Context: an optimization exercise on an open-source flow, tuned for small area. The choices shown serve that exercise and are no tape-out recipe.
Function was checked by simulation only, so behaviour that the tests miss may differ from the original.
Power and IR drop assume default switching activity.

### run.sh
#!/bin/bash
# synth_recipe.tcl (not shown) runs the flow's synth.tcl, then flattens the netlist and writes it again
# the make line also repeats each setting of config.mk as NAME=value (left out here)
make -C /OpenROAD-flow-scripts/flow DESIGN_CONFIG=/design/flow/config.mk WORK_HOME=/design/flow/orfs CLKGATE_MAP_FILE= SYNTH_SCRIPT=/design/flow/synth_recipe.tcl finish
### config.mk
export PLATFORM = sky130hd
export DESIGN_NAME = top_uart
export DESIGN_NICKNAME = top_uart
export VERILOG_FILES = /design/flow/design.v
export SDC_FILE = /design/flow/constraint.sdc
export NUM_CORES = 4
export LEC_CHECK = 0
export CAP_MARGIN = 20
export CORE_MARGIN = 2
export CORE_UTILIZATION = 40
export SLEW_MARGIN = 20
### constraint.sdc
create_clock -name core_clock -period 10.0 [get_ports {clk}]
set_input_delay 2.0000 -clock core_clock [delete_from_list [all_inputs] [get_ports {clk}]]
set_output_delay 2.0000 -clock core_clock [all_outputs]
set_load 0.01 [all_outputs]
### design.v
module baud_gen #(parameter DVSR = 326)(
    input wire clk,
    input wire reset,
    output reg tick
);
    reg [8:0] count;   
    always @(posedge clk or posedge reset) begin
        if (reset) begin
            count <= 0;
            tick <= 0;
        end else if (count == DVSR - 1) begin
            count <= 0;
            tick <= 1;  
        end else begin
            count <= count + 1;
            tick <= 0;
        end
    end
endmodule
module uart_rx (
    input wire clk,
    input wire reset,
    input wire rx,  
    input wire s_tick,   
    output reg rx_done_tick,  
    output reg [7:0] dout  
);
    reg [3:0] s_reg;  
    reg [2:0] n_reg;  
    reg [7:0] b_reg;  
    reg [1:0] state;  
    localparam [1:0]
        idle  = 2'b00,
        start = 2'b01,
        data  = 2'b10,
        stop  = 2'b11;
    always @(posedge clk or posedge reset) begin
        if (reset) begin
            state <= idle;
            s_reg <= 0;
            n_reg <= 0;
            b_reg <= 0;
            rx_done_tick <= 0;
        end else begin
            rx_done_tick <= 0;
            case (state)
                idle:
                    if (~rx) begin  
                        state <= start;
                        s_reg <= 0;
                    end
                start:
                    if (s_tick) begin
                        s_reg <= s_reg + 1;
                        if (s_reg == 7) begin  
                            state <= data;
                            s_reg <= 0;
                            n_reg <= 0;
                        end
                    end
                data:
                    if (s_tick) begin
                        s_reg <= s_reg + 1;
                        if (s_reg == 15) begin  
                            s_reg <= 0;
                            b_reg <= {rx, b_reg[7:1]};
                            if (n_reg == 7)
                                state <= stop;  
                            else
                                n_reg <= n_reg + 1;
                        end
                    end
                stop:
                    if (s_tick) begin
                        if (s_reg == 15) begin
                            state <= idle;
                            rx_done_tick <= 1;
                            dout <= b_reg;
                        end else
                            s_reg <= s_reg + 1;
                    end
            endcase
        end
    end
endmodule
module uart_tx (
    input wire clk,
    input wire reset,
    input wire tx_start,  
    input wire s_tick,  
    input wire [7:0] din,  
    output reg tx_done_tick,  
    output reg tx  
);
    reg [3:0] s_reg;  
    reg [2:0] n_reg;  
    reg [7:0] b_reg;  
    reg [1:0] state;  
    localparam [1:0]
        idle  = 2'b00,
        start = 2'b01,
        data  = 2'b10,
        stop  = 2'b11;
    always @(posedge clk or posedge reset) begin
        if (reset) begin
            state <= idle;
            tx <= 1'b1;
            tx_done_tick <= 0;
        end else begin
            tx_done_tick <= 0;
            case (state)
                idle:
                    if (tx_start) begin  
                        state <= start;
                        b_reg <= din;
                        s_reg <= 0;
                        tx <= 0;
                    end
                start:
                    if (s_tick) begin
                        if (s_reg == 15) begin
                            s_reg <= 0;
                            n_reg <= 0;
                            state <= data;
                            tx <= b_reg[0];  
                            b_reg <= b_reg >> 1;
                        end else
                            s_reg <= s_reg + 1;
                    end
                data:
                    if (s_tick) begin
                        if (s_reg == 15) begin
                            s_reg <= 0;
                            if (n_reg == 7) begin
                                state <= stop;  
                                tx <= 1;  
                            end else begin
                                n_reg <= n_reg + 1;
                                tx <= b_reg[0];  
                                b_reg <= b_reg >> 1;
                            end
                        end else
                            s_reg <= s_reg + 1;
                    end
                stop:
                    if (s_tick) begin
                        if (s_reg == 15) begin
                            state <= idle;
                            tx <= 1;
                            tx_done_tick <= 1;  
                        end else
                            s_reg <= s_reg + 1;
                    end
            endcase
        end
    end
endmodule
module fifo #(
    parameter DATA_WIDTH = 8,
    parameter ADDR_WIDTH = 4
)(
    input wire clk,
    input wire reset,
    input wire wr,  
    input wire rd,  
    input wire [DATA_WIDTH-1:0] w_data,  
    output wire [DATA_WIDTH-1:0] r_data,  
    output wire empty,  
    output wire full  
);
    reg [DATA_WIDTH-1:0] mem[2**ADDR_WIDTH-1:0];  
    reg [ADDR_WIDTH-1:0] w_ptr, r_ptr;  
    reg [ADDR_WIDTH:0] count;  
    assign full = (count == 2**ADDR_WIDTH);
    assign empty = (count == 0);
    assign r_data = mem[r_ptr];
    always @(posedge clk or posedge reset) begin
        if (reset) begin
            w_ptr <= 0; r_ptr <= 0; count <= 0;
        end else begin
            if (wr && !full) begin  
                mem[w_ptr] <= w_data;
                w_ptr <= w_ptr + 1;
            end
            if (rd && !empty) begin  
                r_ptr <= r_ptr + 1;
            end
            if ((wr && !full) && !(rd && !empty))
                count <= count + 1;
            else if (!(wr && !full) && (rd && !empty))
                count <= count - 1;
        end
    end
endmodule
`timescale 1ns / 1ps
module top_uart (
    input wire clk,
    input wire reset,
    input wire rx,  
    output wire tx,  
    output wire rx_done_tick,  
    output wire tx_done_tick,  
    output wire fifo_full,  
    output wire fifo_empty  
);
    wire tick;  
    wire [7:0] rx_data;  
    wire [7:0] tx_data;  
    wire wr_en;  
    wire rd_en;  
    baud_gen #(27) baud_unit (
        .clk(clk),
        .reset(reset),
        .tick(tick)
    );
    uart_rx rx_unit (
        .clk(clk),
        .reset(reset),
        .rx(rx),
        .s_tick(tick),
        .rx_done_tick(rx_done_tick),
        .dout(rx_data)
    );
    fifo #(8, 4) fifo_unit (
        .clk(clk),
        .reset(reset),
        .wr(rx_done_tick),          
        .rd(rd_en),                 
        .w_data(rx_data),
        .r_data(tx_data),
        .empty(fifo_empty),
        .full(fifo_full)
    );
    reg tx_start_reg;
    reg [1:0] tx_state;
    assign rd_en = tx_start_reg;
    uart_tx tx_unit (
        .clk(clk),
        .reset(reset),
        .tx_start(tx_start_reg),
        .s_tick(tick),
        .din(tx_data),
        .tx_done_tick(tx_done_tick),
        .tx(tx)
    );
    always @(posedge clk or posedge reset) begin
        if (reset) begin
            tx_start_reg <= 0;
            tx_state <= 0;
        end else begin
            case (tx_state)
                0: if (!fifo_empty) tx_state <= 1;
                1: begin
                    tx_start_reg <= 1;
                    tx_state <= 2;
                end
                2: begin
                    tx_start_reg <= 0;
                    if (tx_done_tick)
                        tx_state <= 0;
                end
            endcase
        end
    end
endmodule
==> results of run 1 <==
==> through the flow <==
step	std cells	setup slack, ps	hold WS (ps)	utilization (%)
final	905	5790	444	44.9
after detailed placement	873	5510	434	42.1
after floorplan	613	5830	419	-
after global placement	873	5610	439	42.1
after global routing	905	5600	460	44.9
after CTS	905	5770	449	44.9
==> metal layers <==
layer,routed length [µm],part of all wire (%)
met5,0,0
met4,507,2.8
met3,1130,6.3
met2,8470,47
met1,7930,44
==> layout by cell type (no fill, tap or decap), types with 4 or more instances in the layout <==
master,count
nand2b_1,8
and2_1,6
inv_8,4
xnor2_1,12
a21oi_1,30
o22ai_1,8
a31oi_1,6
a22oi_1,33
a222oi_1,4
ha_1,32
clkbuf_16,17
nand2_1,44
a221oi_1,8
a211oi_1,4
dfrtp_1,47
o31ai_1,6
xor2_1,8
clkdlybuf4s50_1,7
mux2i_1,7
and3_1,4
nand3_1,13
nor2_1,39
edfxtp_1,151
inv_6,5
mux2_2,12
o21ai_0,21
inv_1,26
nor3_1,15
a22o_1,4
buf_4,6
nor2b_1,8
==> area by class of cell <==
cell class                      count  area share (%)
Tap cell                          275            3.68
Multi-Input combinational cell    359            26.3
Clock buffer                       17            4.55
Inverter                           27            1.08
Sequential cell                   199            61.3
Clock inverter                     15            1.81
Timing Repair Buffer               13            1.23
==> power breakdown <==
part | switching (µW) | total (µW) | internal [µW] | leakage, µW
clock | 341 | 679 | 338 | 0.000285
combinational | 5.00 | 6.29 | 1.29 | 0.000949
sequential | 0.160 | 879 | 879 | 0.00226
==> final timing paths <==
path | startpoint | to | slack, ps | cells past startpoint
worst max-delay path | fifo_unit.count[0] | fifo_empty | 5790 | 3
worst min-delay path | rx_unit.b_reg[0] | rx_unit.dout[0] | 440 | 0
worst max register to register | fifo_unit.count[0] | fifo_unit.count[4] | 6990 | 11
worst min register to register | rx_unit.b_reg[0] | rx_unit.dout[0] | 440 | 0
max in group asynchronous | reset | fifo_unit.w_ptr[3] | 7310 | 3
min in group asynchronous | reset | tx_unit.state[0] | 2220 | 3
==> cells by family after synthesis <==
| group | after synthesis | share of synthesized area [%] |
|---|---|---|
| flops | 199 | 68.1 |
| xor+xnor | 20 | 2.08 |
| mux | 19 | 2.44 |
| buf+inv | 55 | 2.66 |
| simple gates | 151 | 8.63 |
| fa+ha+maj | 33 | 4.99 |
| compound gates | 136 | 11.1 |
==> worst max-delay path, delay by kind of cell, from the launching register on <==
family / cells / cell delay [ps]
flops: 1 / 420
simple gates: 2 / 740
buf+inv: 1 / 610
==> results.tsv, run 1 <==
stage	metric	value	unit
pwr	ir_drop	118	µV
layout	largest_reg_flops	128	
timing	rsz0062_at_grt	false	
synth	synthesis.nets	649	
worst_setup_path	max_stage_delay	610	ps
outcome	status	complete, no violations	
layout	areaGrowthSynthToFinish	11.1	%
synth	seq_area_frac_synth	68.1	%
timing	final-hold-violation-count	0	
die	fp.dieH	149	µm
drt	route.detailed.drc	0	
timing	clock_skew	12.5	ps
cts	cts_tree	yes	
layout	design_area	9350	µm²
cts	cts_resized	0	
global_route	antenna_found_initial	0	
layout	largest_register	fifo_unit.mem	
cts	clk_pin_slew	70	ps
timing	fmax	238	MHz
hold_path	hold_class	reg -> reg	
global_route	grt.busiest_layer	met2	
worst_setup_path	path_cells	nor4_1 -> nor2b_1 -> clkdlybuf4s50_1	
placed_design	dp_hpwl	11.9	mm
die	die_x	149	µm
timing	setup_viol	0	
die	core_area	20800	µm²
global_route	grt_usage	17.4	%
die	initial_utilization	40.4	%
drt	firstDrtPassIters	5	
cts	cts-root-buf	clkbuf_16	
synth	ys_top_cells_by_area	edfxtp_1 54%, dfrtp_1 14%, ha_1 4.8%	
layout	drive_above_1_share	9.05	%
global_route	grt_max_degree	53	
synth	syn_avg_cell_area	13.7	µm²
timing	drv_slew	0	
timing	worstMarginPinSlew	1030	ps
placed_design	placed_cell_area	8760	µm²
global_route	grt_pass1_vias	5151	
drt	wl	18.0	mm
drt	ant_nets	0	
timing	max_slew_margin	31.0	%
cts	h-tree-depth	4	
die	pin_count	8	
cts	ctsHoldBuffers	0	
layout	antenna_cells	0	
cts	postCtsSetupBuffers	0	
global_route	grt_pass1_wl	28.5	mm
pwr	p_total	1560	µW
global_route	gr-total-overflow	0	
layout	top_regs	fifo_unit.mem (128), baud_unit.count (9)	
worst_setup_path	endpoint_kind	output port	
die	num_rows	53	
cts	clock_sinks	199	
worst_setup_path	critical_path_class	reg -> out	
synth	synth_warnings	6	
synth	synth_top_area_share	53.8	%
synth	ys_types	50	
pwr	p_leak	0.00349	µW
global_route	gr-usage-met1	23.0	%
synth	synth_edf_count	151	
drt	vias	4970	
job	drv_cap	0	
drt	routedWlPerCell	19.9	µm
placed_design	numPortBuffers	7	
placed_design	routabilityCongestion	0.905	
worst_setup_path	critPathSlowestCell	clkdlybuf4s50_1	
synth	synth_flop_cell	edfxtp_1	
timing	finalCritPeriodShare	42.1	%
timing	setup_tns	0	ps
cts	clock_latency	440	ps
layout	multi_input_area	2460	µm²
worst_setup_path	arrival	2210	ps
synth	synthCells	613	
drt	routed_via_density	5.49	
cts	cts_made_buffers	17	
worst_setup_path	critPathMaxFanout	4	
pwr	pwr_density_cell	167	nW/µm²
drt	drt-initial-drc-count	486	
global_route	met2_usage	27.1	%
die	die-area	22200	µm²
worst_setup_path	crit_required	8000	ps
cts	cts_max_path_buffers	2	
layout	nFillCells	1871	
layout	nNetsFinal	653	
synth	synth_top_cell_by_area	edfxtp_1	
synth	synthArstFlopShare	24.1	%
synth	syn_area	8420	µm²
timing	period_needed	4210	ps
synth	ys_ff_latch	199	
layout	regArea	5740	µm²
global_route	use_met3	4.95	%
worst_setup_path	critPathLaunchType	flip-flop	
synth	synth_most_common_cell	edfxtp_1	
synth	synthTopCellsByCount	151 x edfxtp_1, 47 x dfrtp_1, 44 x nand2_1, 39 x nor2_1, 33 x a22oi_1	
==> inputs of run 2 (changes only) <==
==> design.v (replaced) <==
`timescale 1ns / 1ps
module top_uart (
    input wire clk,
    input wire reset,
    input wire rx,  
    output wire tx,  
    output wire rx_done_tick,  
    output wire tx_done_tick,  
    output wire fifo_full,  
    output wire fifo_empty  
);
    reg [4:0] bc;
    wire tick = (bc == 5'd27);
    always @(posedge clk or posedge reset)
        if (reset) bc <= 5'd0;
        else bc <= tick ? 5'd1 : bc + 5'd1;
    reg [7:0] rc;
    reg [7:0] rb;
    wire r_data = rc[7];
    wire r_ctrl = ~rc[7] & ~rc[6] & rc[4];
    assign rx_done_tick = r_ctrl & ~rc[0];
    always @(posedge clk or posedge reset)
        if (reset) rc <= 8'h11;
        else if (r_ctrl) rc <= rx ? 8'h11 : 8'h78;
        else if (tick) rc <= rc + 8'd1;
    always @(posedge clk)
        if (tick & r_data & (rc[3:0] == 4'hF)) rb <= {rx, rb[7:1]};
    reg [7:0] tc;
    reg [7:0] tb;
    wire t_ctrl = ~tc[7] & ~tc[6] & tc[4];
    wire t_start = ~tc[7] & tc[6];
    wire pop = t_ctrl & tc[1] & tc[0];
    assign tx_done_tick = t_ctrl & ~tc[1] & ~tc[0];
    assign tx = tc[7] ? tb[tc[6:4]] : ~tc[6];
    always @(posedge clk or posedge reset)
        if (reset) tc <= 8'h11;
        else if (t_ctrl) begin
            case (tc[1:0])
                2'd0: tc <= 8'h11;
                2'd1: if (!fifo_empty) tc <= 8'h12;
                2'd2: tc <= 8'h13;
                2'd3: tc <= 8'h70;
            endcase
        end else if (tick) tc <= tc + 8'd1;
    reg [4:0] wp, rp;      
    reg pend;              
    reg [7:0] ring [0:15];
    wire [4:0] diff = wp - rp;
    assign fifo_empty = (wp == rp);
    assign fifo_full = diff[4];
    wire wr = rx_done_tick & ~fifo_full;
    wire wr_now = pend & (wp[3:0] == 4'd1) & ~(fifo_full & t_start);
    wire [7:0] ring_in = wr_now ? rb : ring[0];
    always @(posedge clk or posedge reset)
        if (reset) begin
            wp <= 5'd0;
            rp <= 5'd0;
            pend <= 1'b0;
        end else begin
            wp <= wp - {4'd0, ~wr};
            rp <= rp - {4'd0, ~pop};
            pend <= wr | (pend & ~wr_now);
        end
    integer i;
    always @(posedge clk) begin
        for (i = 0; i < 15; i = i + 1) ring[i] <= ring[i + 1];
        ring[15] <= ring_in;
    end
    always @(posedge clk)
        if (t_start & (rp[3:0] == 4'd1)) tb <= ring_in;
endmodule
--- a/config.mk
+++ b/config.mk
@@ -9,3 +9,6 @@
 export CORE_MARGIN = 2
 export CORE_UTILIZATION = 40
+export CTS_BUF_LIST = sky130_fd_sc_hd__clkbuf_8
+export CTS_CLUSTER_DIAMETER = 200
+export CTS_CLUSTER_SIZE = 40
 export SLEW_MARGIN = 20
==> run 2 against run 1 <==
  * Die area is 41% lower
  * Critical path type unchanged
  * Critical endpoint is now fifo_full
  * Cell count is 43% lower
  * Global-route usage is 6.4 points lower
==> results.tsv, run 2 <==
stage	metric	value	unit
synth	ys_types	37	
worst_setup_path	crit_start	wp[2]	
global_route	grt_pass1_wl	10.7	mm
die	initial_utilization	41.0	%
layout	regArea	3850	µm²
die	fp.dieH	115	µm
layout	antenna_cells	0	
synth	synth_flop_cell	dfxtp_1	
synth	synthAdderAreaFrac	3.56	%
job	drv_cap	0	
synth	synth_compound_area_share	3.00	%
layout	postLayoutCoreUtil	46.8	%
pwr	p_seq_share	57.8	%
pwr	pwr-share-comb	0.3	%
drt	routedWlPerCell	12.0	µm
timing	drv_slew	0	
drt	firstDrtPassIters	4	
timing	setup_tns	0	ps
die	pin_count	8	
cts	clock_latency	440	ps
layout	areaGrowthSynthToFinish	14.0	%
timing	setup_ws	5630	ps
synth	synthTopCellsByCount	128 x dfxtp_1, 28 x dfrtp_1, 24 x nand2_1, 19 x nor2_1, 17 x inv_1	
global_route	grt_pass1_vias	2212	
cts	cts_tree	yes	
layout	largest_reg_flops	128	
worst_setup_path	rrSetupSlack	7700	ps
layout	final_cell_mix	128 x dfxtp_1, 28 x dfrtp_1, 24 x nand2_1, 19 x nor2_1, 19 x clkbuf_8	
worst_setup_path	critPathLaunchType	flip-flop	
global_route	antenna_found_initial	0	
worst_setup_path	r2r-end	tb[6]	
pwr	p_int	979	µW
layout	nFillCells	1061	
timing	setup_viol	0	
pwr	p_leak	0.00225	µW
cts	cts_made_buffers	17	
timing	period_needed	4370	ps
cts	postCtsSetupBuffers	0	
cts	cts-root-buf	clkbuf_8	
synth	synth_mux_area_share	3.45	%
cts	cts_max_path_buffers	2	
synth	synth_most_common_cell	dfxtp_1	
worst_setup_path	r2r_start	wp[2]	
synth	synthesis.nets	350	
synth	synth_top_area_share	52.0	%
synth	syn_avg_cell_area	14.8	µm²
timing	final-hold-violation-count	0	
timing	rsz0062_at_grt	false	
synth	synthCells	333	
synth	synth_top_family_by_area	simple AND/OR/NAND/NOR gates	
synth	synth_warnings	2	
timing	max_slew_margin	51.2	%
layout	multi_input_area	1010	µm²
cts	ctsHoldBuffers	0	
synth	ys_ff_latch	176	
synth	synth_edf_count	16	
layout	drive_above_1_share	14.6	%
drt	ant_nets	0	
placed_design	routabilityCongestion	0.829	
placed_design	dp_hpwl	3.90	mm
worst_setup_path	critical_path_class	reg -> out	
cts	clock_sinks	176	
drt	routed_via_density	4.45	
global_route	grt_usage	10.9	%
drt	vias	2307	
synth	seq_area_frac_synth	78.1	%
pwr	pwr_density_cell	219	nW/µm²
synth	synth_top_cell_by_area	dfxtp_1	
layout	nNetsFinal	375	
die	die_x	115	µm
worst_setup_path	endpoint	fifo_full	
pwr	switching_share	20.5	%
worst_setup_path	r2r_cells	7	
cts	clk_pin_slew	90	ps
cts	cts_resized	0	
cts	h-tree-depth	4	
worst_setup_path	critPathMaxFanout	4	
drt	wl	6.24	mm
timing	worstMarginPinSlew	729	ps
hold_path	hold_class	reg -> reg	
synth	synthSimpleGateAreaFrac	7.08	%
die	die-area	13200	µm²
synth	post_synth_xor_area_fraction	3.33	%
synth	synthArstFlopShare	18.2	%
drt	route.detailed.drc	0	
pwr	ir_drop	82.1	µV
layout	final_common_cell	dfxtp_1	
pwr	clkPwrFrac	41.9	%
global_route	grt_max_degree	33	
outcome	status	complete, no violations	
pwr	p_switching	252	µW
synth	syn_area	4930	µm²
placed_design	dpl_worst_slack	6100	ps
die	core_area	12000	µm²
die	num_rows	40	
placed_design	numPortBuffers	7	
worst_setup_path	crit_required	8000	ps
timing	fmax	229	MHz
timing	clock_skew	8.35	ps
global_route	gr-total-overflow	0	
worst_setup_path	endpoint_kind	output port	
synth	ys_top_cells_by_area	dfxtp_1 52%, dfrtp_1 14%, edfxtp_1 9.8%	
drt	drt-initial-drc-count	122	
timing	finalCritPeriodShare	43.7	%
layout	largest_register	ring	
worst_setup_path	arrival	2370	ps
## run 2: cell count changes in the layout (fill, tap and decap cells not counted), moves of 11 or more
cell,previous run,this run
a21oi_1,30,7
a22oi_1,33,0
clkbuf_16,17,0
clkbuf_8,0,19
dfrtp_1,47,28
dfxtp_1,0,128
edfxtp_1,151,16
ha_1,32,14
nand2_1,44,24
nor2_1,39,19
nor3_1,15,4
o21ai_0,21,5
## run 2: metal layers
layer,GRT usage [%],routed length (µm),up-vias
li1,-,-,1154
met1,14.2,3230,1108
met2,14.9,2610,30
met3,5.38,267,15
met4,5.86,132,0
met5,0,0,-
## run 2: cell families after synthesis
| kind of cell | count (synthesis) |
|---|---|
| compound gates | 21 |
| simple gates | 73 |
| xor+xnor | 17 |
| mux | 13 |
| fa+ha+maj | 14 |
| buf+inv | 19 |
| flops | 176 |
## run 2: cell type report
type | count | share of cell area, %
sequential | 176 | 68.5
timing repair buffer | 8 | 1.38
clock inverter | 13 | 3.07
inverter | 17 | 1.14
clock buffer | 19 | 4.65
tap | 147 | 3.27
multi-input combinational | 138 | 18.0
## run 2: how the worst min path moves through the flow
stage | to | from | cells after the start | slack [ps]
6_report | ring[5][3] | ring[6][3] | 0 | 320
5_1_grt | ring[5][3] | ring[6][3] | 0 | 330
4_1_cts | ring[6][6] | ring[7][6] | 0 | 330
3_5_place_dp | ring[11][5] | ring[12][5] | 0 | 310
3_3_place_gp | ring[0][4] | ring[1][4] | 0 | 310
2_1_floorplan | ring[0][0] | ring[1][0] | 0 | 310
## run 2: power by group through the flow
stage                     Sequential (µW)  Clock (µW)  Combinational [µW]
after global routing                  712         560                4.75
final                                 711         515                3.99
after CTS                             711         533                4.32
after floorplan                       728           0                2.20
after global placement                728           0                4.24
after detailed placement              728           0                4.34
## run 2: per-stage QoR
step	hold slack, ps	cells	total power (µW)	instance area [µm²]
6_report	325	518	1230	5620
5_1_grt	328	518	1280	5620
2_1_floorplan	310	333	730	4930
3_5_place_dp	312	486	732	5180
4_1_cts	330	518	1250	5610
3_3_place_gp	310	486	732	5180
## run 2: worst max-delay path: stages (launching register included)
cell and delay [ps]:
dfrtp_1 420, ha_1 320, o21ai_0 140, a21oi_1 50, nor2_1 160, xor2_2 250, clkdlybuf4s50_1 580
==> inputs of run 3 (changes only) <==
--- a/config.mk
+++ b/config.mk
@@ -9,6 +9,3 @@
 export CORE_MARGIN = 2
 export CORE_UTILIZATION = 40
-export CTS_BUF_LIST = sky130_fd_sc_hd__clkbuf_8
-export CTS_CLUSTER_DIAMETER = 200
-export CTS_CLUSTER_SIZE = 40
 export SLEW_MARGIN = 20
==> run 3 against run 2 <==
  * Still clean
  * Maximum frequency increased by 0.72%
  * Power increased by 13%
  * Sequential cell count stayed put
  * Die area is the same
  * Critical path type unchanged
  * Largest cell class unchanged
  * Largest power group unchanged
==> results.tsv, run 3 <==
stage	metric	value	unit
synth	seq_area_frac_synth	78.1	%
timing	setup_tns	0	ps
worst_setup_path	max_stage_delay	580	ps
global_route	antenna_found_initial	0	
drt	wl	6.34	mm
worst_setup_path	arrival	2330	ps
cts	clk_pin_slew	60	ps
placed_design	place_inst	486	
synth	synthTopCellsByCount	128 x dfxtp_1, 28 x dfrtp_1, 24 x nand2_1, 19 x nor2_1, 17 x inv_1	
layout	final_cell_mix	128 x dfxtp_1, 28 x dfrtp_1, 24 x nand2_1, 19 x nor2_1, 18 x clkbuf_16	
cts	clock_sinks	176	
cts	cts_max_path_buffers	2	
placed_design	dp_hpwl	3.90	mm
drt	ant_nets	0	
timing	rsz0062_at_grt	false	
layout	largest_register	ring	
timing	hold_slack	322	ps
cts	h-tree-depth	4	
synth	synth_most_common_cell	dfxtp_1	
pwr	p_leak	0.00234	µW
synth	syn_area	4930	µm²
synth	ys_top_cells_by_area	dfxtp_1 52%, dfrtp_1 14%, edfxtp_1 9.8%	
synth	ys_ff_latch	176	
timing	final-hold-violation-count	0	
worst_setup_path	critPathMaxFanout	4	
die	initial_utilization	41.0	%
layout	nNetsFinal	375	
synth	ys_types	37	
pwr	switching_share	19.7	%
drt	firstDrtPassIters	4	
worst_setup_path	critical_path_class	reg -> out	
pwr	pwr_density_cell	239	nW/µm²
cts	cts_made_buffers	17	
outcome	status	complete, no violations	
drt	route.detailed.drc	0	
worst_setup_path	critPathSlowestCell	clkdlybuf4s50_1	
worst_setup_path	critPathLaunchType	flip-flop	
job	drv_cap	0	
global_route	grt_pass1_vias	2226	
worst_setup_path	crit_family	buffers and inverters	
die	die-area	13200	µm²
worst_setup_path	endpoint_kind	output port	
pwr	pwr-share-comb	0.3	%
timing	worstMarginPinSlew	735	ps
placed_design	routabilityCongestion	0.829	
synth	synth_warnings	2	
synth	synthArstFlopShare	18.2	%
cts	ctsHoldBuffers	0	
synth	syn_avg_cell_area	14.8	µm²
hold_path	hold_class	reg -> reg	
pwr	p_seq_share	51.2	%
layout	antenna_cells	0	
synth	synth_top_cell_by_area	dfxtp_1	
timing	max_slew_margin	50.8	%
cts	clock_latency	410	ps
drt	drt-initial-drc-count	100	
timing	drv_slew	0	
timing	setup_viol	0	
synth	synth_edf_count	16	
cts	postCtsSetupBuffers	0	
global_route	grt_max_degree	33	
timing	clock_skew	7.23	ps
die	pin_count	8	
die	core_area	12000	µm²
timing	fmax	231	MHz
layout	largest_reg_flops	128	
drt	routed_via_density	4.43	
worst_setup_path	crit_required	8000	ps
global_route	gr-total-overflow	0	
pwr	p_total	1390	µW
drt	routedWlPerCell	12.2	µm
placed_design	numPortBuffers	7	
synth	synthCells	333	
synth	synthesis.nets	350	
layout	drive_above_1_share	14.6	%
layout	final_cells	518	
layout	final_common_cell	dfxtp_1	
drt	vias	2297	
pwr	p_int	1120	µW
timing	period_needed	4330	ps
pwr	p_switching	274	µW
worst_setup_path	path_cells	ha_1 -> o21ai_0 -> a21oi_1 -> nor2_1 -> xor2_2 -> clkdlybuf4s50_1	
cts	cts_resized	0	
global_route	grt_pass1_wl	10.8	mm
global_route	grt_usage	11.0	%
worst_setup_path	critPathBufInv	1	
layout	areaGrowthSynthToFinish	17.8	%
die	num_rows	40	
synth	synth_top_area_share	52.0	%
pwr	clkPwrFrac	48.5	%
synth	synth_flop_cell	dfxtp_1	
die	die_x	115	µm
pwr	ir_drop	120	µV
die	fp.dieH	115	µm
cts	cts-root-buf	clkbuf_16	
timing	finalCritPeriodShare	43.3	%
cts	cts_tree	yes	
run 3: cell types whose count changed in the layout (fill, tap and decap cells not counted), sizes merged:
cell | before | now
bufinv | 3 | 2
clkbuf | 19 | 21
inv | 24 | 23
run 3: cell type report:
type	instances	area, µm²
fill	1037	6210
timing repair buffer	8	77.6
multi-input combinational	138	1010
tap	147	184
inverter	17	63.8
clock inverter	11	139
clock buffer	21	482
sequential	176	3850
run 3: logic make-up (layout without fill, tap and decap cells):
logic type | count (synthesis) | in the layout | synth area share [%]
flops | 176 | 176 | 78.1
simple gates | 73 | 73 | 7.09
compound gates | 21 | 21 | 3.00
buf+inv | 19 | 57 | 1.47
xor+xnor | 17 | 17 | 3.33
fa+ha+maj | 14 | 14 | 3.56
mux | 13 | 13 | 3.45
run 3: final timing paths:
kind,start,slack [ps],cells past startpoint,endpoint
max in group asynchronous,reset,7700,3,rc[0]
worst max register to register,wp[2],7700,7,tb[6]
min in group asynchronous,reset,1960,3,bc[4]
worst min register to register,ring[6][3],320,0,ring[5][3]
worst min-delay path,ring[6][3],320,0,ring[5][3]
worst max-delay path,wp[2],5670,6,fifo_full
run 3: metrics by stage:
stage	worst slack (ps)	cell area, µm²	utilization (%)
3_3_place_gp	6100	5180	43.1
4_1_cts	5640	5800	48.3
5_1_grt	5480	5810	48.3
2_1_floorplan	6500	4930	-
3_5_place_dp	6100	5180	43.1
6_report	5670	5810	48.3
run 3: layer usage:
metal / GRT usage [%] / vias up / share of wire, %
met5: 0 / - / 0
met4: 6.59 / 0 / 2.1
met3: 4.90 / 13 / 4.3
met2: 15.2 / 29 / 42
met1: 14.1 / 1101 / 52
li1: - / 1154 / -
run 3: power groups by stage:
stage | Sequential (µW) | Combinational [µW] | Clock, µW
6_report | 712 | 4.00 | 674
5_1_grt | 712 | 4.75 | 718
4_1_cts | 712 | 4.32 | 690
3_5_place_dp | 728 | 4.34 | 0
3_3_place_gp | 728 | 4.24 | 0
2_1_floorplan | 728 | 2.20 | 0
==> inputs of run 4 (changes only) <==
==> flow/run.sh (new file) <==
#!/bin/bash
# Standard ORFS layout, with smaller port buffers and a clock tree without dummy loads.
set -euo pipefail
bash standard.sh \
  "BUFFER_PORTS_ARGS=-buffer_cell sky130_fd_sc_hd__buf_1" \
  "CTS_ARGS=-sink_clustering_enable -repair_clock_nets -buf_list sky130_fd_sc_hd__clkbuf_8 -dont_use_dummy_load" \
  finish > make_finish.log 2>&1
==> standard.sh (new file) <==
#!/bin/bash
# synth_recipe.tcl (not shown) runs the flow's synth.tcl, then flattens the netlist and writes it again
# the make line also repeats each setting of config.mk as NAME=value (left out here)
make -C /OpenROAD-flow-scripts/flow DESIGN_CONFIG=/design/flow/config.mk WORK_HOME=/design/flow/orfs CLKGATE_MAP_FILE= SYNTH_SCRIPT=/design/flow/synth_recipe.tcl "${@:-finish}"
removed: run.sh
==> run 4 against run 3 <==
  * Still clean on timing, DRC and antenna
  * Cell count is 2.9% lower
  * Core utilization is 3.6 points lower
  * Cell area is 7.5% lower
  * Area after synthesis stayed put
  * Sequential power hardly changed
  * First-iteration DRC count is 21% higher
  * Global-route usage hardly changed
  * Critical endpoint unchanged
  * Largest power group unchanged
==> results.tsv, run 4 <==
stage	metric	value	unit
cts	clk_pin_slew	90	ps
worst_setup_path	endpoint_kind	output port	
die	num_rows	40	
synth	ys_types	37	
cts	cts_max_path_buffers	2	
synth	synthTopCellsByCount	128 x dfxtp_1, 28 x dfrtp_1, 24 x nand2_1, 19 x nor2_1, 17 x inv_1	
timing	setup_tns	0	ps
drt	firstDrtPassIters	4	
pwr	p_total	1060	µW
synth	ys_ff_latch	176	
worst_setup_path	r2r-end	tb[6]	
layout	nNetsFinal	375	
layout	largest_register	ring	
hold_path	whs_path_depth	0	
synth	synth_top_cell_by_area	dfxtp_1	
cts	h-tree-depth	4	
cts	cts_tree	yes	
drt	route.met2.wl	2.68	mm
timing	clock_skew	31.5	ps
cts	cts-root-buf	clkbuf_8	
layout	postLayoutCoreUtil	44.7	%
die	fp.dieH	115	µm
global_route	grt_max_degree	33	
pwr	p_leak	0.00213	µW
synth	synth_most_common_cell	dfxtp_1	
placed_design	routabilityCongestion	0.815	
layout	drive_above_1_share	11.0	%
synth	syn_area	4930	µm²
timing	period_needed	3970	ps
timing	drv_slew	0	
layout	final_common_cell	dfxtp_1	
layout	final_cell_mix	128 x dfxtp_1, 28 x dfrtp_1, 24 x nand2_1, 19 x nor2_1	
drt	met1_length	3.20	mm
global_route	grt_pass1_vias	2308	
synth	synth_edf_count	16	
timing	final-hold-violation-count	0	
timing	rsz0062_at_grt	false	
timing	setup_viol	0	
pwr	ir_drop	85.1	µV
layout	areaGrowthSynthToFinish	8.99	%
drt	routed-wl-met3	236	µm
synth	synth_warnings	2	
drt	wl	6.24	mm
die	die_x	115	µm
global_route	antenna_found_initial	0	
worst_setup_path	critPathMaxFanout	4	
layout	antenna_cells	0	
worst_setup_path	crit_required	8000	ps
hold_path	hold_end	ring[6][3]	
synth	syn_avg_cell_area	14.8	µm²
drt	routed_via_density	4.44	
synth	seq_area_frac_synth	78.1	%
timing	fmax	252	MHz
global_route	gr-total-overflow	0	
drt	vias	2233	
worst_setup_path	rrSetupSlack	7670	ps
cts	clock_sinks	176	
global_route	grt_usage	10.9	%
layout	design_area	5370	µm²
worst_setup_path	arrival	1970	ps
drt	drt-initial-drc-count	121	
synth	synthArstFlopShare	18.2	%
pwr	pwr_density_cell	198	nW/µm²
synth	synth_top_area_share	52.0	%
drt	route.detailed.drc	0	
worst_setup_path	critPathLaunchType	flip-flop	
hold_path	hold_class	reg -> reg	
timing	worstMarginPinSlew	1010	ps
cts	cts_resized	0	
die	die-area	13200	µm²
placed_design	dp_hpwl	3.95	mm
worst_setup_path	r2r_start	wp[2]	
timing	max_slew_margin	31.8	%
worst_setup_path	r2r_cells	7	
hold_path	hp-start	ring[7][3]	
die	pin_count	8	
worst_setup_path	critical_path_class	reg -> out	
die	core_area	12000	µm²
layout	largest_reg_flops	128	
synth	synthesis.nets	350	
outcome	status	complete, no violations	
synth	ys_top_cells_by_area	dfxtp_1 52%, dfrtp_1 14%, edfxtp_1 9.8%	
global_route	grt_pass1_wl	10.7	mm
drt	top_layer	met4	
cts	cts_made_buffers	17	
drt	ant_nets	0	
timing	finalCritPeriodShare	39.7	%
cts	clock_latency	430	ps
die	initial_utilization	41.0	%
job	drv_cap	0	
synth	synth_flop_cell	dfxtp_1	
placed_design	placed_cell_area	5140	µm²
cts	postCtsSetupBuffers	0	
synth	synthCells	333	
cts	ctsHoldBuffers	0	
drt	routedWlPerCell	12.4	µm
placed_design	numPortBuffers	7	
[run 4: cell types whose count changed in the layout (fill, tap and decap cells not counted), moves of 2 or more]
| cell | change |
|---|---|
| buf_1 | +7 |
| bufinv_16 | -2 |
| clkbuf_16 | -18 |
| clkbuf_8 | +15 |
| clkdlybuf4s50_1 | -7 |
| inv_6 | -4 |
| inv_8 | -2 |
[run 4: how the worst max path moves through the flow]
stage	startpoint	to	slack, ps
2_1_floorplan	tc[4]	tx	6500
3_3_place_gp	wp[2]	fifo_full	6500
3_5_place_dp	wp[2]	fifo_full	6460
4_1_cts	wp[2]	fifo_full	5990
5_1_grt	wp[2]	fifo_full	5840
6_report	wp[2]	fifo_full	6030
[run 4: cell families (layout without fill, tap and decap cells)]
family          after synthesis  in the layout  share of synthesized area, %
compound gates               21             21                          3.00
mux                          13             13                          3.45
flops                       176            176                          78.1
xor+xnor                     17             17                          3.33
buf+inv                      19             42                          1.47
fa+ha+maj                    14             14                          3.56
simple gates                 73             73                          7.09
[run 4: critical path: stages (launching register included)]
cell     delay [ps]
dfrtp_1         420
ha_1            330
o21ai_0         150
a21oi_1          60
nor2_1          160
xor2_2          250
buf_1           180
[run 4: area by class of cell]
cell class,instances,area (µm²)
tap,147,184
clock buffer,17,234
multi-input combinational,138,1010
timing repair buffer,8,33.8
fill,1090,6640
sequential,176,3850
inverter,17,63.8
[run 4: routing by layer]
layer | global-route usage, % | vias to the layer above
li1 | - | 1136
met4 | 5.86 | 0
met3 | 5.22 | 14
met1 | 13.8 | 1060
met2 | 15.6 | 23
met5 | 0 | -
[run 4: through the flow]
stage / worst slack [ps] / cells / hold WS (ps)
2_1_floorplan: 6500 / 333 / 310
3_3_place_gp: 6500 / 486 / 310
3_5_place_dp: 6460 / 486 / 312
4_1_cts: 5990 / 503 / 318
5_1_grt: 5840 / 503 / 317
6_report: 6030 / 503 / 313
[run 4: report_power, final]
| part | total [µW] | leakage, µW | switching (µW) | internal, µW |
|---|---|---|---|---|
| combinational | 3.60 | 0.000491 | 2.99 | 0.609 |
| clock | 348 | 0.000122 | 197 | 150 |
| sequential | 712 | 0.00152 | 0.199 | 712 |
==> inputs of run 5 (changes only) <==
==> flow/run.sh (replaced) <==
#!/bin/bash
# Standard ORFS layout, with smaller port buffers and a clock tree without dummy loads.
set -euo pipefail
bash standard.sh \
  "BUFFER_PORTS_ARGS=-buffer_cell sky130_fd_sc_hd__buf_1" \
  "CTS_ARGS=-sink_clustering_enable -repair_clock_nets -buf_list sky130_fd_sc_hd__clkbuf_8 -dont_use_dummy_load -sink_clustering_size 30 -sink_clustering_max_diameter 150 -sink_buffer_max_cap_derate 1.0" \
  finish > make_finish.log 2>&1
==> run 5 against run 4 <==
  * Largest power group unchanged
  * Setup slack is the same
  * Global-route usage did not move
  * Largest cell class unchanged
  * Via count stayed put
  * Clock power barely moved
  * Area after synthesis stayed put
  * Core utilization is the same
  * Synthesized cell count is the same
  * Register-to-register slack barely moved
  * Worst hold slack stayed put
  * Critical endpoint unchanged
  * Cell area is the same
==> results.tsv, run 5 <==
stage	metric	value	unit
outcome	status	complete, no violations	
cts	ctsHoldBuffers	0	
synth	syn_avg_cell_area	14.8	µm²
global_route	grt_usage	10.9	%
worst_setup_path	r2r_start	wp[2]	
layout	postLayoutCoreUtil	44.7	%
layout	areaGrowthSynthToFinish	8.99	%
worst_setup_path	critical_path_class	reg -> out	
pwr	p_leak	0.00213	µW
placed_design	placed_cell_area	5140	µm²
placed_design	routabilityCongestion	0.815	
worst_setup_path	r2r_cells	7	
global_route	grt_pass1_wl	10.7	mm
timing	rsz0062_at_grt	false	
global_route	gr-total-overflow	0	
synth	synth_flop_cell	dfxtp_1	
drt	routedWlPerCell	12.4	µm
cts	cts_made_buffers	17	
die	die-area	13200	µm²
die	fp.dieH	115	µm
cts	cts_max_path_buffers	2	
placed_design	dp_hpwl	3.95	mm
synth	syn_area	4930	µm²
global_route	grt.busiest_layer	met2	
drt	routed_via_density	4.44	
drt	vias	2233	
job	drv_cap	0	
die	pin_count	8	
cts	postCtsSetupBuffers	0	
worst_setup_path	r2r-end	tb[6]	
die	die_x	115	µm
synth	synth_top_area_share	52.0	%
global_route	use_met3	5.22	%
layout	largest_register	ring	
layout	nNetsFinal	375	
synth	seq_area_frac_synth	78.1	%
worst_setup_path	crit_required	8000	ps
layout	final_cell_mix	128 x dfxtp_1, 28 x dfrtp_1, 24 x nand2_1, 19 x nor2_1	
layout	final_cells	503	
timing	setup_viol	0	
worst_setup_path	critPathMaxFanout	4	
synth	synthesis.nets	350	
global_route	met2_usage	15.6	%
worst_setup_path	endpoint_kind	output port	
synth	ys_top_cells_by_area	dfxtp_1 52%, dfrtp_1 14%, edfxtp_1 9.8%	
timing	fmax	252	MHz
die	core_area	12000	µm²
global_route	grt_max_degree	33	
hold_path	hold_end	ring[6][3]	
drt	drt-initial-drc-count	121	
placed_design	place_inst	486	
layout	drive_above_1_share	11.0	%
die	num_rows	40	
synth	ys_types	37	
cts	clk_pin_slew	90	ps
layout	antenna_cells	0	
cts	h-tree-depth	4	
synth	ys_ff_latch	176	
layout	design_area	5370	µm²
worst_setup_path	arrival	1970	ps
cts	clock_latency	430	ps
layout	largest_reg_flops	128	
timing	setup_tns	0	ps
synth	synth_warnings	2	
synth	synth_top_cell_by_area	dfxtp_1	
worst_setup_path	critPathLaunchType	flip-flop	
timing	finalCritPeriodShare	39.7	%
timing	max_slew_margin	31.8	%
synth	synth_edf_count	16	
timing	clock_skew	31.5	ps
synth	synthArstFlopShare	18.2	%
hold_path	hold_class	reg -> reg	
hold_path	hp-start	ring[7][3]	
drt	wl	6.24	mm
pwr	ir_drop	85.1	µV
timing	final-hold-violation-count	0	
drt	firstDrtPassIters	4	
layout	final_common_cell	dfxtp_1	
cts	clock_sinks	176	
drt	ant_nets	0	
timing	period_needed	3970	ps
cts	cts-root-buf	clkbuf_8	
timing	worstMarginPinSlew	1010	ps
synth	synthCells	333	
worst_setup_path	rrSetupSlack	7670	ps
global_route	gr-usage-met1	13.8	%
pwr	pwr_density_cell	198	nW/µm²
die	initial_utilization	41.0	%
synth	synth_most_common_cell	dfxtp_1	
drt	route.detailed.drc	0	
timing	drv_slew	0	
cts	cts_tree	yes	
global_route	antenna_found_initial	0	
hold_path	whs_path_depth	0	
cts	cts_resized	0	
synth	synthTopCellsByCount	128 x dfxtp_1, 28 x dfrtp_1, 24 x nand2_1, 19 x nor2_1, 17 x inv_1	
placed_design	numPortBuffers	7	
global_route	grt_pass1_vias	2308	
==> run 5: cell counts after synthesis <==
No cell type changed its count.
==> run 5: worst max path at each step <==
stage                from   endpoint  slack, ps  cells past startpoint
floorplan           tc[4]         tx       6500                      4
global placement    wp[2]  fifo_full       6500                      6
detailed placement  wp[2]  fifo_full       6460                      6
CTS                 wp[2]  fifo_full       5990                      6
global route        wp[2]  fifo_full       5840                      6
finish              wp[2]  fifo_full       6030                      6
==> run 5: per-stage QoR <==
step	hold slack, ps	power (µW)	worst slack (ps)
2_1_floorplan	310	730	6500
3_3_place_gp	310	731	6500
3_5_place_dp	312	731	6460
4_1_cts	318	1080	5990
5_1_grt	317	1110	5840
6_report	313	1060	6030
==> run 5: power breakdown <==
part | internal [µW] | switching [µW] | leakage, µW
clock network | 150 | 197 | 0.000122
logic | 0.609 | 2.99 | 0.000491
registers | 712 | 0.199 | 0.00152
total | 863 | 201 | 0.00213
==> run 5: logic make-up (layout without fill, tap and decap cells) <==
family	count (synthesis)	count (layout)	synth area share (%)
fa+ha+maj	14	14	3.56
buf+inv	19	42	1.47
flops	176	176	78.1
compound gates	21	21	3.00
mux	13	13	3.45
simple gates	73	73	7.09
xor+xnor	17	17	3.33
==> run 5: worst max-delay path, cell delays in order, from the launching register on <==
cell and delay, ps:
dfrtp_1 420, ha_1 330, o21ai_0 150, a21oi_1 60, nor2_1 160, xor2_2 250
buf_1 180
==> run 5: metal layers <==
layer  up-vias  share of wire (%)
met2        23                 43
met1      1060                 51
met3        14                3.8
met4         0                2.1
met5         -                  0
li1       1136                  -
==> run 5: final cells by class <==
class	count	area, µm²
fill	1090	6640
inverter	17	63.8
clock buffer	17	234
multi-input combinational	138	1010
timing repair buffer	8	33.8
tap	147	184
sequential	176	3850
==> inputs of run 6 (changes only) <==
==> flow/run.sh (replaced) <==
#!/bin/bash
# Standard ORFS layout, with smaller port buffers and a clock tree without dummy loads.
set -euo pipefail
bash standard.sh \
  "BUFFER_PORTS_ARGS=-buffer_cell sky130_fd_sc_hd__buf_1" \
  "CTS_ARGS=-sink_clustering_enable -repair_clock_nets -root_buf sky130_fd_sc_hd__clkbuf_8 -buf_list {sky130_fd_sc_hd__clkbuf_4 sky130_fd_sc_hd__clkbuf_8} -dont_use_dummy_load" \
  finish > make_finish.log 2>&1
--- a/config.mk
+++ b/config.mk
@@ -8,4 +8,4 @@
 export CAP_MARGIN = 20
 export CORE_MARGIN = 2
-export CORE_UTILIZATION = 40
+export CORE_UTILIZATION = 65
 export SLEW_MARGIN = 20
==> run 6 against run 5 <==
  * Setup slack worse by 21 ps
  * First-iteration DRC count rose by 5.8%
  * Sequential share of layout area increased by 0.81 points
  * Core utilization increased by 28 points
  * Register-to-register slack got worse by 30 ps
  * Largest power group unchanged
  * Wire length grew 3.2%
  * Clock power is essentially flat
  * Cell count down 9.5%
  * Count of clock-buffer cells in the layout unchanged
==> results.tsv, run 6 <==
stage	metric	value	unit
placed_design	numPortBuffers	7	
placed_design	placed_cell_area	5080	µm²
drt	route.detailed.drc	0	
cts	ctsHoldBuffers	0	
timing	drv_slew	0	
timing	final-hold-violation-count	0	
die	pin_count	8	
worst_setup_path	endpoint_kind	output port	
cts	h-tree-depth	4	
pwr	clkPwrFrac	32.6	%
layout	final_cells	455	
synth	synth_warnings	2	
global_route	grt_pass1_wl	11.2	mm
timing	finalCritPeriodShare	39.9	%
synth	synth_top_area_share	52.0	%
timing	setup_viol	0	
layout	antenna_cells	0	
die	num_rows	31	
pwr	switching_share	18.7	%
drt	ant_nets	0	
global_route	grt_pass1_vias	2300	
timing	period_needed	3990	ps
layout	final_common_cell	dfxtp_1	
drt	drt-initial-drc-count	128	
layout	largest_reg_flops	128	
cts	postCtsSetupBuffers	0	
die	initial_utilization	67.6	%
cts	cts_made_buffers	17	
outcome	status	complete, no violations	
synth	syn_avg_cell_area	14.8	µm²
drt	firstDrtPassIters	4	
die	fp.dieH	91.1	µm
layout	design_area	5310	µm²
synth	synthesis.nets	350	
worst_setup_path	critPathMaxFanout	3	
pwr	p_switching	198	µW
layout	areaGrowthSynthToFinish	7.77	%
global_route	grt_max_degree	33	
timing	worstMarginPinSlew	1020	ps
die	core_area	7290	µm²
timing	fmax	251	MHz
worst_setup_path	crit_required	8000	ps
placed_design	dpl_worst_slack	6460	ps
synth	synth_flop_cell	dfxtp_1	
hold_path	hold_class	reg -> reg	
timing	max_slew_margin	31.4	%
cts	clock_latency	440	ps
synth	synth_top_cell_by_area	dfxtp_1	
worst_setup_path	critPathLaunchType	flip-flop	
layout	final_cell_mix	128 x dfxtp_1, 28 x dfrtp_1, 24 x nand2_1, 19 x nor2_1	
pwr	p_seq_share	67.1	%
cts	clk_pin_slew	100	ps
global_route	antenna_found_initial	0	
drt	routed_via_density	5.02	
pwr	pwr_density_cell	200	nW/µm²
cts	cts-root-buf	clkbuf_8	
synth	seq_area_frac_synth	78.1	%
synth	ys_top_cells_by_area	dfxtp_1 52%, dfrtp_1 14%, edfxtp_1 9.8%	
global_route	gr-total-overflow	0	
drt	vias	2285	
cts	clock_sinks	176	
cts	cts_tree	yes	
synth	ys_types	37	
synth	synthCells	333	
timing	setup_tns	0	ps
synth	ys_ff_latch	176	
synth	syn_area	4930	µm²
layout	largest_register	ring	
cts	cts_resized	0	
timing	setup_ws	6010	ps
cts	cts_max_path_buffers	2	
worst_setup_path	critical_path_class	reg -> out	
timing	rsz0062_at_grt	false	
timing	clock_skew	31.8	ps
pwr	p_int	863	µW
pwr	pwr-share-comb	0.3	%
job	drv_cap	0	
pwr	p_total	1060	µW
drt	routedWlPerCell	14.1	µm
synth	synth_edf_count	16	
synth	synthTopCellsByCount	128 x dfxtp_1, 28 x dfrtp_1, 24 x nand2_1, 19 x nor2_1, 17 x inv_1	
die	die_x	91.1	µm
placed_design	routabilityCongestion	0.826	
die	die-area	8290	µm²
pwr	p_leak	0.00213	µW
synth	synthArstFlopShare	18.2	%
synth	synth_most_common_cell	dfxtp_1	
pwr	ir_drop	159	µV
worst_setup_path	arrival	1990	ps
placed_design	place_inst	438	
global_route	grt_usage	18.2	%
layout	nNetsFinal	375	
placed_design	dp_hpwl	4.14	mm
layout	drive_above_1_share	11.0	%
drt	wl	6.44	mm
[run 6: cell counts after synthesis]
Identical to the previous run, type by type.
[run 6: metal layers]
metal	part of all wire, %	routed length [µm]	global-route usage, %	vias up
met2	45	2930	26.8	36
met5	0	0	0	-
met3	3.4	218	6.72	8
met4	1.2	76	7.20	0
li1	-	-	-	1136
met1	50	3210	24.6	1105
[run 6: layout make-up]
| type | instances | area, µm² |
|---|---|---|
| Timing Repair Buffer | 8 | 33.8 |
| Fill cell | 507 | 1980 |
| Clock buffer | 17 | 234 |
| Tap cell | 99 | 124 |
| Sequential cell | 176 | 3850 |
| Inverter | 17 | 63.8 |
| Multi-Input combinational cell | 138 | 1010 |
[run 6: power by group through the flow]
stage,Combinational [µW],Clock [µW],Sequential [µW]
floorplan,2.20,0,728
CTS,3.74,357,712
finish,3.44,346,712
global placement,3.65,0,728
detailed placement,3.72,0,728
global route,4.23,385,712
[run 6: logic make-up after synthesis]
logic type,share of synthesized area [%]
compound gates,3.00
xor+xnor,3.33
mux,3.45
buf+inv,1.47
flops,78.1
simple gates,7.09
fa+ha+maj,3.56
[run 6: per-stage QoR]
step	hold WS, ps	util, %
floorplan	310	-
global placement	310	69.6
detailed placement	312	69.6
CTS	301	72.8
global route	305	72.8
finish	293	72.8
[run 6: worst max-delay path: stages, from the launching register on]
cell     delay, ps
dfrtp_1        400
inv_1           70
ha_1           290
o21ai_0        160
a21oi_1         60
nor2_1         160
xor2_2         250
buf_1          180
[run 6: final timing paths]
check	startpoint	end	slack, ps	depth (start not counted)
worst max-delay path	rp[2]	fifo_full	6010	7
max in group asynchronous	reset	tc[4]	8030	3
worst min-delay path	ring[6][2]	ring[5][2]	290	0
min in group asynchronous	reset	bc[1]	1620	3
worst max register to register	rp[2]	tb[2]	7640	8
worst min register to register	ring[6][2]	ring[5][2]	290	0
==> inputs of run 7 (changes only) <==
--- a/design.v
+++ b/design.v
@@ -43,21 +43,24 @@
             endcase
         end else if (tick) tc <= tc + 8'd1;
-    reg [4:0] wp, rp;      
+    reg [3:0] wp, rp;      
+    reg last_wr;           
     reg pend;              
     reg [7:0] ring [0:15];
-    wire [4:0] diff = wp - rp;
-    assign fifo_empty = (wp == rp);
-    assign fifo_full = diff[4];
+    wire eq = (wp == rp);
+    assign fifo_empty = eq & ~last_wr;
+    assign fifo_full = eq & last_wr;
     wire wr = rx_done_tick & ~fifo_full;
-    wire wr_now = pend & (wp[3:0] == 4'd1) & ~(fifo_full & t_start);
+    wire wr_now = pend & (wp == 4'd1) & ~(fifo_full & t_start);
     wire [7:0] ring_in = wr_now ? rb : ring[0];
     always @(posedge clk or posedge reset)
         if (reset) begin
-            wp <= 5'd0;
-            rp <= 5'd0;
+            wp <= 4'd0;
+            rp <= 4'd0;
+            last_wr <= 1'b0;
             pend <= 1'b0;
         end else begin
-            wp <= wp - {4'd0, ~wr};
-            rp <= rp - {4'd0, ~pop};
+            wp <= wp - {3'd0, ~wr};
+            rp <= rp - {3'd0, ~pop};
+            if (wr != pop) last_wr <= wr;
             pend <= wr | (pend & ~wr_now);
         end
@@ -68,4 +71,4 @@
     end
     always @(posedge clk)
-        if (t_start & (rp[3:0] == 4'd1)) tb <= ring_in;
+        if (t_start & (rp == 4'd1)) tb <= ring_in;
 endmodule
==> flow/run.sh (replaced) <==
#!/bin/bash
# The standard layout (standard.sh, ORFS from synthesis to the final layout) with:
#  - synthesis: the standard flow's script with a different ABC mapping script (flow/synth_own.tcl);
#  - port buffers: sky130_fd_sc_hd__buf_1 on every input and output;
#  - clock tree: clkbuf_8 buffers and no dummy loads.
# make's full output goes to make_finish.log; each ORFS step keeps its own log under orfs/logs.
set -euo pipefail
W=$(pwd)
export OWN_ABC_SCRIPT="$W/flow/abc_area.script"
bash standard.sh \
  "SYNTH_SCRIPT=$W/flow/synth_own.tcl" \
  "BUFFER_PORTS_ARGS=-buffer_cell sky130_fd_sc_hd__buf_1" \
  "CTS_ARGS=-sink_clustering_enable -repair_clock_nets -buf_list sky130_fd_sc_hd__clkbuf_8 -dont_use_dummy_load" \
  finish > make_finish.log 2>&1
==> flow/abc_area.script (new file) <==
&get -n
&st
&dch
&nf
&st
&syn2
&if -g -K 6
&synch2
&nf
&st
&syn2
&if -g -K 6
&synch2
&nf
&st
&syn2
&if -g -K 6
&synch2
&nf
&st
&syn2
&if -g -K 6
&synch2
&nf
&st
&syn2
&if -g -K 6
&synch2
&nf
&st
&dch -f
&nf -a
&put
==> flow/synth_own.tcl (new file) <==
# The standard synthesis script (synth_recipe.tcl), with one change: ABC maps the logic with
# flow/abc_area.script (ORFS's speed-script steps followed by an area-recovery mapping, without
# the speed script's final buffering and gate resizing) in place of ORFS's abc_speed.script.
proc synth {args} { yosys synth -nofsm -noshare {*}$args }
proc abc {args} {
  set i [lsearch -exact $args -script]
  if { $i >= 0 } { lset args [expr {$i + 1}] $::env(OWN_ABC_SCRIPT) }
  yosys abc {*}$args
}
source $::env(SCRIPTS_DIR)/synth.tcl
# left out here: clear keep_hierarchy, flatten, clean up, hide names made inside functions, write 1_2_yosys.v
--- a/config.mk
+++ b/config.mk
@@ -8,4 +8,4 @@
 export CAP_MARGIN = 20
 export CORE_MARGIN = 2
-export CORE_UTILIZATION = 65
+export CORE_UTILIZATION = 40
 export SLEW_MARGIN = 20
==> run 7 against run 6 <==
  * Synthesized cell count is 4.5% lower
  * Cell area is 1.1% lower
  * Die area is 55% higher
  * Cell count is 7.7% higher
  * Sequential power is 0.6% lower
  * Non-clock buffer count stayed put
  * Critical path type unchanged
  * Sequential cell count is 1 lower
  * Power is 0.56% lower
  * Sequential share of layout area is 0.30 points higher
==> results.tsv, run 7 <==
stage	metric	value	unit
drt	vias	2218	
global_route	grt_max_degree	32	
cts	clock_latency	440	ps
drt	routed_via_density	4.53	
synth	synth_flop_cell	dfxtp_1	
global_route	gr-total-overflow	0	
timing	setup_viol	0	
worst_setup_path	critPathMaxFanout	5	
placed_design	dp_hpwl	3.84	mm
worst_setup_path	crit_required	8000	ps
die	die-area	12900	µm²
cts	cts_tree	yes	
die	fp.dieH	114	µm
placed_design	numPortBuffers	7	
die	num_rows	40	
timing	rsz0062_at_grt	false	
outcome	status	complete, no violations	
synth	synthesis.nets	331	
drt	drt-initial-drc-count	102	
placed_design	placed_cell_area	5020	µm²
global_route	grt_pass1_wl	10.6	mm
worst_setup_path	path_cells	xor2_1 -> nor4_1 -> and2_0 -> buf_1	
cts	cts_made_buffers	17	
worst_setup_path	max_stage_delay	750	ps
synth	ys_ff_latch	175	
layout	nNetsFinal	358	
pwr	ir_drop	94.0	µV
synth	synthCells	318	
timing	max_slew_margin	43.2	%
timing	final-hold-violation-count	0	
job	drv_cap	0	
synth	syn_area	4800	µm²
die	pin_count	8	
timing	drv_slew	0	
placed_design	dpl_worst_slack	6260	ps
drt	ant_nets	0	
synth	synth_top_area_share	53.4	%
die	core_area	11900	µm²
timing	setup_tns	0	ps
timing	worstMarginPinSlew	844	ps
cts	cts_resized	0	
worst_setup_path	crit_family	simple AND/OR/NAND/NOR gates	
synth	synth_warnings	2	
hold_path	hold_class	reg -> reg	
placed_design	routabilityCongestion	0.806	
synth	ys_types	38	
layout	largest_register	ring	
synth	seq_area_frac_synth	79.6	%
pwr	pwr_density_cell	201	nW/µm²
cts	cts_max_path_buffers	2	
global_route	antenna_found_initial	0	
timing	clock_skew	24.1	ps
timing	period_needed	4190	ps
global_route	grt_pass1_vias	2221	
layout	final_cell_mix	128 x dfxtp_1, 27 x dfrtp_1, 18 x clkinv_1, 17 x nand2_1, 17 x clkbuf_8	
synth	synth_edf_count	16	
worst_setup_path	critPathBufInv	1	
die	initial_utilization	40.5	%
synth	synth_most_common_cell	dfxtp_1	
cts	clk_pin_slew	90	ps
synth	synthTopCellsByCount	128 x dfxtp_1, 27 x dfrtp_1, 19 x clkinv_1, 17 x nand2_1, 16 x edfxtp_1	
timing	setup_ws	5810	ps
worst_setup_path	arrival	2190	ps
drt	route.detailed.drc	0	
synth	syn_avg_cell_area	15.1	µm²
layout	areaGrowthSynthToFinish	9.43	%
cts	h-tree-depth	4	
timing	finalCritPeriodShare	41.9	%
drt	routedWlPerCell	12.6	µm
worst_setup_path	endpoint_kind	output port	
die	die_x	114	µm
drt	wl	6.15	mm
worst_setup_path	critical_path_class	reg -> out	
cts	ctsHoldBuffers	0	
cts	postCtsSetupBuffers	0	
worst_setup_path	critPathLaunchType	flip-flop	
cts	cts-root-buf	clkbuf_8	
layout	largest_reg_flops	128	
worst_setup_path	critPathSlowestCell	nor4_1	
layout	antenna_cells	0	
timing	fmax	239	MHz
layout	final_common_cell	dfxtp_1	
cts	clock_sinks	175	
synth	synth_top_cell_by_area	dfxtp_1	
global_route	grt_usage	11.2	%
layout	design_area	5250	µm²
synth	synthArstFlopShare	17.7	%
drt	firstDrtPassIters	4	
worst_setup_path	rrSetupSlack	7450	ps
pwr	p_total	1060	µW
synth	ys_top_cells_by_area	dfxtp_1 53%, dfrtp_1 14%, edfxtp_1 10%	
layout	drive_above_1_share	7.29	%
pwr	p_leak	0.00200	µW
[run 7: cell count changes after synthesis, moves of 4 or more]
| cell | change |
|---|---|
| mux2_1 | +11 |
| ha_1 | -4 |
| mux2_2 | -8 |
| clkinv_1 | +19 |
| inv_1 | -17 |
| nand3_1 | -4 |
| nand2_1 | -7 |
| nor2_1 | -10 |
[run 7: layout make-up]
cell class              instances  area (µm²)
multi-input cells             124         906
inverters                      19        72.6
fillers                      1070        6610
well taps                     147         184
flip-flops and latches        175        3820
clock buffers                  17         234
repair buffers                  8        33.8
[run 7: report_power, final]
part,switching (µW),internal (µW)
Sequential,0,708
Combinational,2.68,0.240
Clock,195,150
Total,197,858
[run 7: cells by family after synthesis]
group,Yosys count,synth area share (%)
multiplexers,14,3.73
AO/OA/AOI/OAI,29,3.81
adder cells (fa/ha/maj),10,2.61
flip-flops,175,79.6
buffers and inverters,19,1.49
AND/OR/NAND/NOR,56,5.99
XOR/XNOR,15,2.74
[run 7: final timing paths]
path                             startpoint  depth (start not counted)     endpoint
min in group asynchronous             reset                          2        bc[1]
worst max-delay path                  wp[1]                          4    fifo_full
worst min register to register  ring[13][6]                          0  ring[12][6]
worst max register to register        wp[1]                          6        tb[2]
max in group asynchronous             reset                          2        tc[0]
worst min-delay path            ring[13][6]                          0  ring[12][6]
[run 7: metrics by stage]
step | util, % | cells | hold slack [ps]
after CTS | 44.3 | 490 | 305
final | 44.3 | 490 | 300
after floorplan | - | 318 | 310
after global routing | 44.3 | 490 | 308
after global placement | 42.3 | 473 | 310
after detailed placement | 42.3 | 473 | 312
[run 7: routing by layer]
layer  vias to the layer above  wire, µm  global-route usage, %
met1                      1061      3220                   14.3
met4                         0       121                   6.42
li1                       1116         -                      -
met5                         -         0                      0
met2                        29      2520                   14.9
met3                        12       291                   6.00

-- port drivers added, routing unchanged --
The results above use ideal ports. As a check the final layouts listed here were re-extracted and re-timed, cells and wires unchanged. Step 1 (the two cells are an assumption about what drives the block):
set clk [get_ports {clk}]
set_driving_cell -lib_cell sky130_fd_sc_hd__clkbuf_16 $clk
set_driving_cell -lib_cell sky130_fd_sc_hd__buf_2 [delete_from_list [all_inputs] $clk]
Step 2 moves the port delays by t, midway between the first and last clock arrival at a register: inputs arrive t later, outputs are due t later. That takes back most of the time a late clock gives input paths. a / b / c = no drivers / after step 1 / after step 2; a / b = the first two.
run	t (ns)	slack for setup (ns)	worst setup path at the end	worst register clock-pin slew, ns
run 1	0.480	5.791 / 5.747 / 5.512	input to register	0.08 / 0.08
run 2	0.466	5.634 / 5.604 / 6.070	register to output	0.09 / 0.09
run 3	0.449	5.665 / 5.628 / 6.077	register to output	0.07 / 0.07
run 4	0.447	6.029 / 5.998 / 6.445	register to output	0.09 / 0.09
run 5	0.447	6.029 / 5.998 / 6.445	register to output	0.09 / 0.09
run 6	0.445	6.009 / 5.980 / 6.425	register to output	0.10 / 0.10
run 7	0.457	5.811 / 5.780 / 6.237	register to output	0.09 / 0.09
After both steps every run listed still meets setup and hold. The setup slack of run 1, which loses most, moves by -0.044 ns with the drivers and by -0.279 ns with both steps.
